From an optimization exercise on the open Yosys and OpenROAD flow, aimed at small area, a short achievable clock period and few clock cycles per item; shortcuts taken in it are not production practice.
RTL that was checked went through simulation tests only; none was proved equivalent to the original.

## build 77
==> flow/design.v <==
module decoder7seg(Binary, LED);
   input [3:0] Binary;
   output [6:0] LED;
	localparam [127:0] SEG = {
		8'b01110001, 8'b01111001, 8'b01011110, 8'b00111001,	 
		8'b01111100, 8'b01110111, 8'b01101111, 8'b01111111,	 
		8'b00000111, 8'b01111101, 8'b01101101, 8'b01100110,	 
		8'b01001111, 8'b01011011, 8'b00000110, 8'b00111111	 
	};
	assign LED = SEG[8*Binary +: 7];
endmodule
`timescale 1ns / 1ps
module signext(
    input [1:0] in,
    output reg [7:0] out,
    input Clear
    );
	always @(*) begin
		if (Clear) out <= 0;
		else out <= {{6{in[1]}}, in};
	end
endmodule
`timescale 1ns / 1ps
module mux(
    input Control,
    input [7:0] in0,
    input [7:0] in1,
    output reg [7:0] out,
    input Clear
    );
	always @(*) begin
		if (Clear) out <= 0;
		else begin
			if (Control) out <= in1;
			else out <= in0;
		end
	end
endmodule
`timescale 1ns / 1ps
module jump(
    input [7:0] PC_Added,
    input [7:0] Sign_Extended_Instruction,
    output reg [7:0] Jump_Address,
    input Clear
    );
	always @(*) begin
		if (Clear) Jump_Address <= 0;
		else Jump_Address <= PC_Added + Sign_Extended_Instruction;
	end
endmodule
`timescale 1ns / 1ps
module dest(
    input RegDst,
    input [3:0] Instruction30,
    output reg [1:0] Write_Register,
    input Clear
    );
	always @(*) begin
		if (Clear) Write_Register <= 0;
		else begin
			if (RegDst) Write_Register <= Instruction30[1:0];
			else Write_Register <= Instruction30[3:2];
		end
	end
endmodule
`timescale 1ns / 1ps
module control(
    input [1:0] in,
    output reg RegDst,
    output reg RegWrite,
    output reg ALUSrc,
    output reg Branch,
    output reg MemRead,
    output reg MemWrite,
    output reg MemtoReg,
    output reg ALUOp,
    input Clear
    );
	always @(*) begin
		if (Clear) begin RegDst <= 0; RegWrite <= 0; ALUSrc <= 0; Branch <= 0; MemRead <= 0; MemWrite <= 0; MemtoReg <= 0; ALUOp <= 0; end
		else begin
			case (in)
				2'b00: begin RegDst <= 1; RegWrite <= 1; ALUSrc <= 0; Branch <= 0; MemRead <= 0; MemWrite <= 0; MemtoReg <= 0; ALUOp <= 1; end
				2'b01: begin RegDst <= 0; RegWrite <= 1; ALUSrc <= 1; Branch <= 0; MemRead <= 1; MemWrite <= 0; MemtoReg <= 1; ALUOp <= 1 ; end
				2'b10: begin RegDst <= 0; RegWrite <= 0; ALUSrc <= 1; Branch <= 0; MemRead <= 0; MemWrite <= 1; MemtoReg <= 0; ALUOp <= 1 ; end
				2'b11: begin RegDst <= 0; RegWrite <= 0; ALUSrc <= 0; Branch <= 1; MemRead <= 0; MemWrite <= 0; MemtoReg <= 0; ALUOp <= 0; end
				default: begin RegDst <= 0; RegWrite <= 0; ALUSrc <= 0; Branch <= 0; MemRead <= 0; MemWrite <= 0; MemtoReg <= 0; ALUOp <= 0; end
			endcase
		end
	end
endmodule
`timescale 1ns / 1ps
module alu(
    input Clk,
    input [2:0] state,
    input ALUOp,
    input [7:0] Data1,
    input [7:0] Data2,
    output reg [7:0] ALU_Result,
    input Clear
    );
	always @(posedge Clk or posedge Clear) begin
		if (Clear) ALU_Result <= 0;
		else if (state == 3'd2) begin
			if (!ALUOp) ALU_Result <= 0;
			else ALU_Result <= Data1 + Data2;
		end
	end
endmodule
`timescale 1ns / 1ps
module register(
    input Clk,
    input Clear,
    input RegWrite,
    input [1:0] Read_Register1,
    input [1:0] Read_Register2,
    output [7:0] Read_Data1,
    output [7:0] Read_Data2,
    input [1:0] Write_Register,
    input [7:0] Reg_Write_Data
    );
	reg [31:0] s;	 
	wire [7:0] wd = Reg_Write_Data & {8{~Clear}};
	genvar k;
	generate
		for (k = 0; k < 4; k = k + 1) begin : regs
			always @(posedge Clk)
				if (Clear | (RegWrite & (Write_Register == k))) s[8*k +: 8] <= wd;
		end
	endgenerate
	assign Read_Data1 = s[8*Read_Register1 +: 8];
	assign Read_Data2 = s[8*Read_Register2 +: 8];
endmodule
`timescale 1ns / 1ps
module programcounter(
    output reg [7:0] PC,
    input [7:0] Next_PC,
    input Clear,
    input Clk,
    input En
    );
	always @(posedge Clk or posedge Clear) begin
		if (Clear) PC <= 0;
		else if (En) PC <= Next_PC;
	end
endmodule
`timescale 1ns / 1ps
module DMEM ( Clk, Clear, MemWrite, Address, Write_Data, Read_Data );
	input			Clk, Clear, MemWrite;
	input[4:0]		Address;
	input[7:0]		Write_Data;
	output[7:0]		Read_Data;
	reg[255:0]	MemByte;	 
	wire[7:0]	wd0 = Write_Data & {8{~Clear}};
	wire[7:0]	wd1 = Write_Data | {8{Clear}};
	genvar i, b;
	generate
		for (i = 0; i < 32; i = i + 1) begin : rows
			localparam [7:0] INIT = (i < 16) ? i : 8'd16 - i;
			wire[7:0] wd;
			for (b = 0; b < 8; b = b + 1) begin : bits
				assign wd[b] = INIT[b] ? wd1[b] : wd0[b];
			end
			always @(posedge Clk)
				if (Clear | (MemWrite & (Address == i))) MemByte[8*i +: 8] <= wd;
		end
	endgenerate
	assign Read_Data = MemByte[8*Address +: 8];
endmodule
`timescale 1ns / 1ps
module MIPS ( Clk_O, Reset, Instruction, PC, Retire, LED, LEDten, LEDPC, LEDPCten, LEDSC, LEDwrr, LEDs);
	input 		Clk_O, Reset;
	output		Retire;
	input [7:0]	Instruction;
	output[7:0] PC;
	output[6:0]	LED, LEDten, LEDPC, LEDPCten, LEDSC, LEDwrr;
	output[3:0] LEDs;
	reg			valid;	 
	reg [7:0]	PC;
	reg [7:0]	IR;
	function [7:0] step(input [7:0] ins);
		step = (ins[7] & ins[6]) ? {{6{ins[1]}}, ins[1:0]} + 8'd1 : 8'd1;
	endfunction
	always @(posedge Clk_O or posedge Reset) begin
		if (Reset) begin
			valid <= 1'b0;
			PC <= 8'h00;
		end else begin
			valid <= 1'b1;
			PC <= PC + step(Instruction);
		end
	end
	always @(posedge Clk_O) IR <= Instruction;
	wire [7:0]	R1, R2, Mem_Data;
	wire [1:0]	Write_Register = IR[6] ? IR[3:2] : IR[1:0];
	wire [4:0]	Mem_Address = R1[4:0] + {{3{IR[1]}}, IR[1:0]};
	wire [7:0]	Reg_Write_Data = IR[6] ? Mem_Data : R1 + R2;
	register Register(.Clk(Clk_O), .Clear(Reset), .RegWrite(valid & ~IR[7]),
		.Read_Register1(IR[5:4]), .Read_Register2(IR[3:2]), .Read_Data1(R1), .Read_Data2(R2),
		.Write_Register(Write_Register), .Reg_Write_Data(Reg_Write_Data));
	DMEM Data_Memory(.Clk(Clk_O), .Clear(Reset), .MemWrite(valid & IR[7] & ~IR[6]),
		.Address(Mem_Address), .Write_Data(R2), .Read_Data(Mem_Data));
	reg			Retire_Valid;
	reg [7:0]	Retire_Address, Retire_Data;
	reg [1:0]	Retire_Register;
	always @(posedge Clk_O) begin
		Retire_Valid <= valid;
		Retire_Address <= PC - step(IR);	 
		Retire_Data <= Reg_Write_Data;
		Retire_Register <= Write_Register;
	end
	assign Retire = Retire_Valid;
	decoder7seg LEDoneDecode ( .Binary(Retire_Data[3:0]), .LED(LED) );
	decoder7seg LEDtenDecode ( .Binary(Retire_Data[7:4]), .LED(LEDten) );
	decoder7seg LEDPConeDecode(.Binary(Retire_Address[3:0]), .LED(LEDPC));
	decoder7seg LEDPCtenDecode(.Binary(Retire_Address[7:4]), .LED(LEDPCten));
	decoder7seg LEDWriteRegister(.Binary({2'b00, Retire_Register}), .LED(LEDwrr));
	assign LEDSC = 7'b1101101;
	assign LEDs[0] = ~Instruction[7] & ~Instruction[6];
	assign LEDs[1] = ~Instruction[7] & Instruction[6];
	assign LEDs[2] = Instruction[7] & ~Instruction[6];
	assign LEDs[3] = Instruction[7] & Instruction[6];
endmodule
Settings: LEC_CHECK=0, CAP_MARGIN=20, CORE_MARGIN=2, CORE_UTILIZATION=40, PLACE_DENSITY=0.6, SLEW_MARGIN=20; clock period 12.0 ns.
standard.sh (not shown) runs the stock make flow with config.mk's settings and CLKGATE_MAP_FILE= SYNTH_SCRIPT=/design/flow/synth_recipe.tcl, a recipe that flattens the netlist after the stock synthesis.
==> flow/flow/run.sh <==
#!/bin/bash
# The standard layout, changed in how it is made:
#  - synthesis: abc maps with flow/abc.script (area-oriented, with deepsyn)
#    and Yosys does not pre-extract half/full adders; registers are mapped
#    exactly as in the standard synthesis (same dfflibmap step);
#  - port buffers are buf_2 instead of the slow clkdlybuf4s50_1;
#  - clock-tree sinks are clustered in larger groups, without dummy loads.
set -o pipefail
HERE=$(pwd)
rm -rf "$HERE/scripts"
cp -r "$FLOW_HOME/scripts" "$HERE/scripts"
cp "$HERE/flow/abc.script" "$HERE/scripts/abc_speed.script"
bash standard.sh \
  SCRIPTS_DIR="$HERE/scripts" \
  ADDER_MAP_FILE= \
  BUFFER_PORTS_ARGS="-buffer_cell sky130_fd_sc_hd__buf_2" \
  CTS_ARGS="-sink_clustering_enable -repair_clock_nets -sink_clustering_size 30 -sink_clustering_max_diameter 120 -dont_use_dummy_load" \
  finish > standard.log 2>&1
==> flow/flow/abc.script <==
strash
&get -n
&fraig -x
&put
scorr
dc2
strash
&get -n
&deepsyn -T 20
&put
strash
&get -n
&dch -f
&nf
&put
For trial 16, these inputs were changed with respect to build 77:
--- a/flow/design.v
+++ b/flow/design.v
@@ -173,24 +173,36 @@
 	output		Retire;
 	input [7:0]	Instruction;
 	output[7:0] PC;
 	output[6:0]	LED, LEDten, LEDPC, LEDPCten, LEDSC, LEDwrr;
 	output[3:0] LEDs;
 	reg			valid;	 
-	reg [7:0]	PC;
+	reg [7:0]	A;		 
 	reg [7:0]	IR;
-	function [7:0] step(input [7:0] ins);
-		step = (ins[7] & ins[6]) ? {{6{ins[1]}}, ins[1:0]} + 8'd1 : 8'd1;
-	endfunction
+	wire		is_j = valid & IR[7] & IR[6];
+	wire [7:0]	A_plus1 = A + 8'd1;
+	wire [7:0]	A_plus2 = A + 8'd2;
+	wire [7:0]	A_minus1 = A - 8'd1;
+	reg [7:0]	Next_PC;
+	always @(*) begin
+		if (!is_j) Next_PC = A_plus1;
+		else case (IR[1:0])
+			2'b00: Next_PC = A_plus1;
+			2'b01: Next_PC = A_plus2;
+			2'b10: Next_PC = A_minus1;
+			2'b11: Next_PC = A;
+		endcase
+	end
+	assign PC = Next_PC;
 	always @(posedge Clk_O or posedge Reset) begin
 		if (Reset) begin
 			valid <= 1'b0;
-			PC <= 8'h00;
+			A <= 8'hff;
 		end else begin
 			valid <= 1'b1;
-			PC <= PC + step(Instruction);
+			A <= PC;
 		end
 	end
 	always @(posedge Clk_O) IR <= Instruction;
 	wire [7:0]	R1, R2, Mem_Data;
 	wire [1:0]	Write_Register = IR[6] ? IR[3:2] : IR[1:0];
 	wire [4:0]	Mem_Address = R1[4:0] + {{3{IR[1]}}, IR[1:0]};
@@ -202,13 +214,13 @@
 		.Address(Mem_Address), .Write_Data(R2), .Read_Data(Mem_Data));
 	reg			Retire_Valid;
 	reg [7:0]	Retire_Address, Retire_Data;
 	reg [1:0]	Retire_Register;
 	always @(posedge Clk_O) begin
 		Retire_Valid <= valid;
-		Retire_Address <= PC - step(IR);	 
+		Retire_Address <= A;
 		Retire_Data <= Reg_Write_Data;
 		Retire_Register <= Write_Register;
 	end
 	assign Retire = Retire_Valid;
 	decoder7seg LEDoneDecode ( .Binary(Retire_Data[3:0]), .LED(LED) );
 	decoder7seg LEDtenDecode ( .Binary(Retire_Data[7:4]), .LED(LEDten) );
Notes after the runs:
Peak per-stage delay on the critical path up 0.40 ns in trial 16 wrt build 77
Area added between synthesis and finish of trial 16 is on par with build 77.
Of trial 16 and build 77, the higher detailed-routing iteration count for the pre-antenna-repair pass belongs to build 77.
Per the comparison of trial 16 with build 77, area taken by flip-flops and latches shows no meaningful change; worst hold slack was more or less identical; fraction of area in multi-input gates fell 1.2 points.
Taking build 77 as the reference, in trial 16 critical path depth picked up an extra 7, final cell count lost 4.9%, multi-input combinational cell area lost 7.2%.
Routed wire length on trial 16 is down relative to build 77.
Testbench counts of trial 16, summed over its fixed seeds: cycles 19,392, instrs 19,200.
Only the layout flow was run in build 77; the RTL was not checked for function there.


north:
Another version of the RTL of MIPS (not shown whole).
Size in the first run: roughly 820 cells after synthesis, about 310 flip-flops, roughly 65 I/O pins, about 14,000 um^2 of cells after synthesis.
==> module MIPS, before the edit <==
module MIPS ( Clk_O, Reset, Instruction, PC, Retire, LED, LEDten, LEDPC, LEDPCten, LEDSC, LEDwrr, LEDs);
	input 		Clk_O, Reset;
	output		Retire;
	input [7:0]	Instruction;
	output[7:0] PC;
	output[6:0]	LED, LEDten, LEDPC, LEDPCten, LEDSC, LEDwrr;
	output[3:0] LEDs;
	reg			valid;	 
	reg [7:0]	A;		 
	reg [7:0]	IR;
	wire		is_j = valid & IR[7] & IR[6];
	wire [7:0]	delta = is_j ? {{6{IR[1]}}, IR[1:0]} + 8'd1 : 8'd1;
	assign PC = A + delta;
	always @(posedge Clk_O or posedge Reset) begin
		if (Reset) begin
			valid <= 1'b0;
			A <= 8'hff;
		end else begin
			valid <= 1'b1;
			A <= PC;
		end
	end
	always @(posedge Clk_O) IR <= Instruction;
	assign Retire = valid;
	wire [7:0]	R1, R2, Mem_Data;
	wire [1:0]	Write_Register = IR[6] ? IR[3:2] : IR[1:0];
	wire [4:0]	Mem_Address = R1[4:0] + {{3{IR[1]}}, IR[1:0]};
	wire [7:0]	Reg_Write_Data = IR[6] ? Mem_Data : R1 + R2;
	register Register(.Clk(Clk_O), .Clear(Reset), .RegWrite(valid & ~IR[7]),
		.Read_Register1(IR[5:4]), .Read_Register2(IR[3:2]), .Read_Data1(R1), .Read_Data2(R2),
		.Write_Register(Write_Register), .Reg_Write_Data(Reg_Write_Data));
	DMEM Data_Memory(.Clk(Clk_O), .Clear(Reset), .MemWrite(valid & IR[7] & ~IR[6]),
		.Address(Mem_Address), .Write_Data(R2), .Read_Data(Mem_Data));
	decoder7seg LEDoneDecode ( .Binary(Reg_Write_Data[3:0]), .LED(LED) );
	decoder7seg LEDtenDecode ( .Binary(Reg_Write_Data[7:4]), .LED(LEDten) );
	decoder7seg LEDPConeDecode(.Binary(A[3:0]), .LED(LEDPC));
	decoder7seg LEDPCtenDecode(.Binary(A[7:4]), .LED(LEDPCten));
	decoder7seg LEDWriteRegister(.Binary({2'b00, Write_Register}), .LED(LEDwrr));
	assign LEDSC = 7'b1101101;
	assign LEDs[0] = ~Instruction[7] & ~Instruction[6];
	assign LEDs[1] = ~Instruction[7] & Instruction[6];
	assign LEDs[2] = Instruction[7] & ~Instruction[6];
	assign LEDs[3] = Instruction[7] & Instruction[6];
endmodule
Settings: LEC_CHECK=0, CAP_MARGIN=20, CORE_MARGIN=2, CORE_UTILIZATION=40, PLACE_DENSITY=0.6, SLEW_MARGIN=20; clock period 12.0 ns.
run.sh (not shown) runs the stock make flow with config.mk's settings and CLKGATE_MAP_FILE= SYNTH_SCRIPT=/design/flow/synth_recipe.tcl, a recipe that flattens the netlist after the stock synthesis.
Stock flow here: none of the scripts above is used.
north: PASS, flow complete, no timing, DRC or antenna violations
Testbench counts of north, summed over its fixed seeds: cycles 19,344, instrs 19,200.
Changes in south relative to north:
-- flow/design.v --
<<< north, line 208
	end
	always @(posedge Clk_O) IR <= Instruction;
	assign Retire = valid;
	wire [7:0]	R1, R2, Mem_Data;
	wire [1:0]	Write_Register = IR[6] ? IR[3:2] : IR[1:0];
>>> south, line 208
	end
	always @(posedge Clk_O) IR <= Instruction;
	wire [7:0]	R1, R2, Mem_Data;
	wire [1:0]	Write_Register = IR[6] ? IR[3:2] : IR[1:0];
<<< north, line 218
	DMEM Data_Memory(.Clk(Clk_O), .Clear(Reset), .MemWrite(valid & IR[7] & ~IR[6]),
		.Address(Mem_Address), .Write_Data(R2), .Read_Data(Mem_Data));
	decoder7seg LEDoneDecode ( .Binary(Reg_Write_Data[3:0]), .LED(LED) );
	decoder7seg LEDtenDecode ( .Binary(Reg_Write_Data[7:4]), .LED(LEDten) );
	decoder7seg LEDPConeDecode(.Binary(A[3:0]), .LED(LEDPC));
	decoder7seg LEDPCtenDecode(.Binary(A[7:4]), .LED(LEDPCten));
	decoder7seg LEDWriteRegister(.Binary({2'b00, Write_Register}), .LED(LEDwrr));
	assign LEDSC = 7'b1101101;
	assign LEDs[0] = ~Instruction[7] & ~Instruction[6];
>>> south, line 217
	DMEM Data_Memory(.Clk(Clk_O), .Clear(Reset), .MemWrite(valid & IR[7] & ~IR[6]),
		.Address(Mem_Address), .Write_Data(R2), .Read_Data(Mem_Data));
	reg			Retire_Valid;
	reg [7:0]	Retire_Address, Retire_Data;
	reg [1:0]	Retire_Register;
	always @(posedge Clk_O) begin
		Retire_Valid <= valid;
		Retire_Address <= A;
		Retire_Data <= Reg_Write_Data;
		Retire_Register <= Write_Register;
	end
	assign Retire = Retire_Valid;
	decoder7seg LEDoneDecode ( .Binary(Retire_Data[3:0]), .LED(LED) );
	decoder7seg LEDtenDecode ( .Binary(Retire_Data[7:4]), .LED(LEDten) );
	decoder7seg LEDPConeDecode(.Binary(Retire_Address[3:0]), .LED(LEDPC));
	decoder7seg LEDPCtenDecode(.Binary(Retire_Address[7:4]), .LED(LEDPCten));
	decoder7seg LEDWriteRegister(.Binary({2'b00, Retire_Register}), .LED(LEDwrr));
	assign LEDSC = 7'b1101101;
	assign LEDs[0] = ~Instruction[7] & ~Instruction[6];
==> run summary <==
Taking north as the reference, in south critical path depth went up by 2; number of multi-input logic gates went up by 13%; clock skew went down by 4.6 ps; relative area change from synthesis to final layout went up by 0.60 points; routed wire length went up by about 8%.
The higher wire length of the first global-routing pass came out of south.
Met1 track demand over resource, south and north: larger value in south
In south, the deepest level of the CTS H-tree came out 1 above the value in north.
The worst hold margin number comes out lower for south vs north.
Taking north as the reference, in south minimum setup slack in the final design shows an increase of 2110 ps; worst hold path stage count fell by 2; initial cell density of the core neither gained nor lost much.
Function not checked in south: the RTL went through the layout flow alone.

## static timing again, ports no longer ideal
How much do the figures lean on ideal ports? The routed layouts below were timed once more, with nothing changed but the port constraints. Step 1 (the two cells are an assumption about what drives the block):
set clk [get_ports {Clk_O}]
set_driving_cell -lib_cell sky130_fd_sc_hd__clkbuf_16 $clk
set_driving_cell -lib_cell sky130_fd_sc_hd__buf_2 [delete_from_list [all_inputs] $clk]
Step 2 also shifts input and output timing later by t, the mid clock arrival at the registers, as if the neighbouring blocks saw the same clock. a / b / c = ideal / step 1 / step 2; a / b = the first two.
run | t, ns | setup slack, ns | hold WS [ns] | slew at the worst register clock pin (ns) | pins driven straight from the clock port
build 77 | 0.539 | 6.716 / 6.685 / 6.685 | 0.418 / 0.418 / 0.418 | 0.11 / 0.11 | 1
trial 16 | 0.537 | 6.579 / 6.528 / 6.787 | 0.419 / 0.419 / 0.419 | 0.12 / 0.12 | 1
north | 0.604 | 3.253 / 3.198 / 3.802 | 0.708 / 0.708 / 0.708 | 0.07 / 0.07 | 1
south | 0.568 | 5.361 / 5.310 / 5.877 | 0.419 / 0.419 / 0.419 | 0.06 / 0.06 | 1
After both steps setup and hold are still met in every run listed. The setup slack of build 77, which loses most, moves by -0.031 ns with the drivers and by -0.031 ns with both steps.
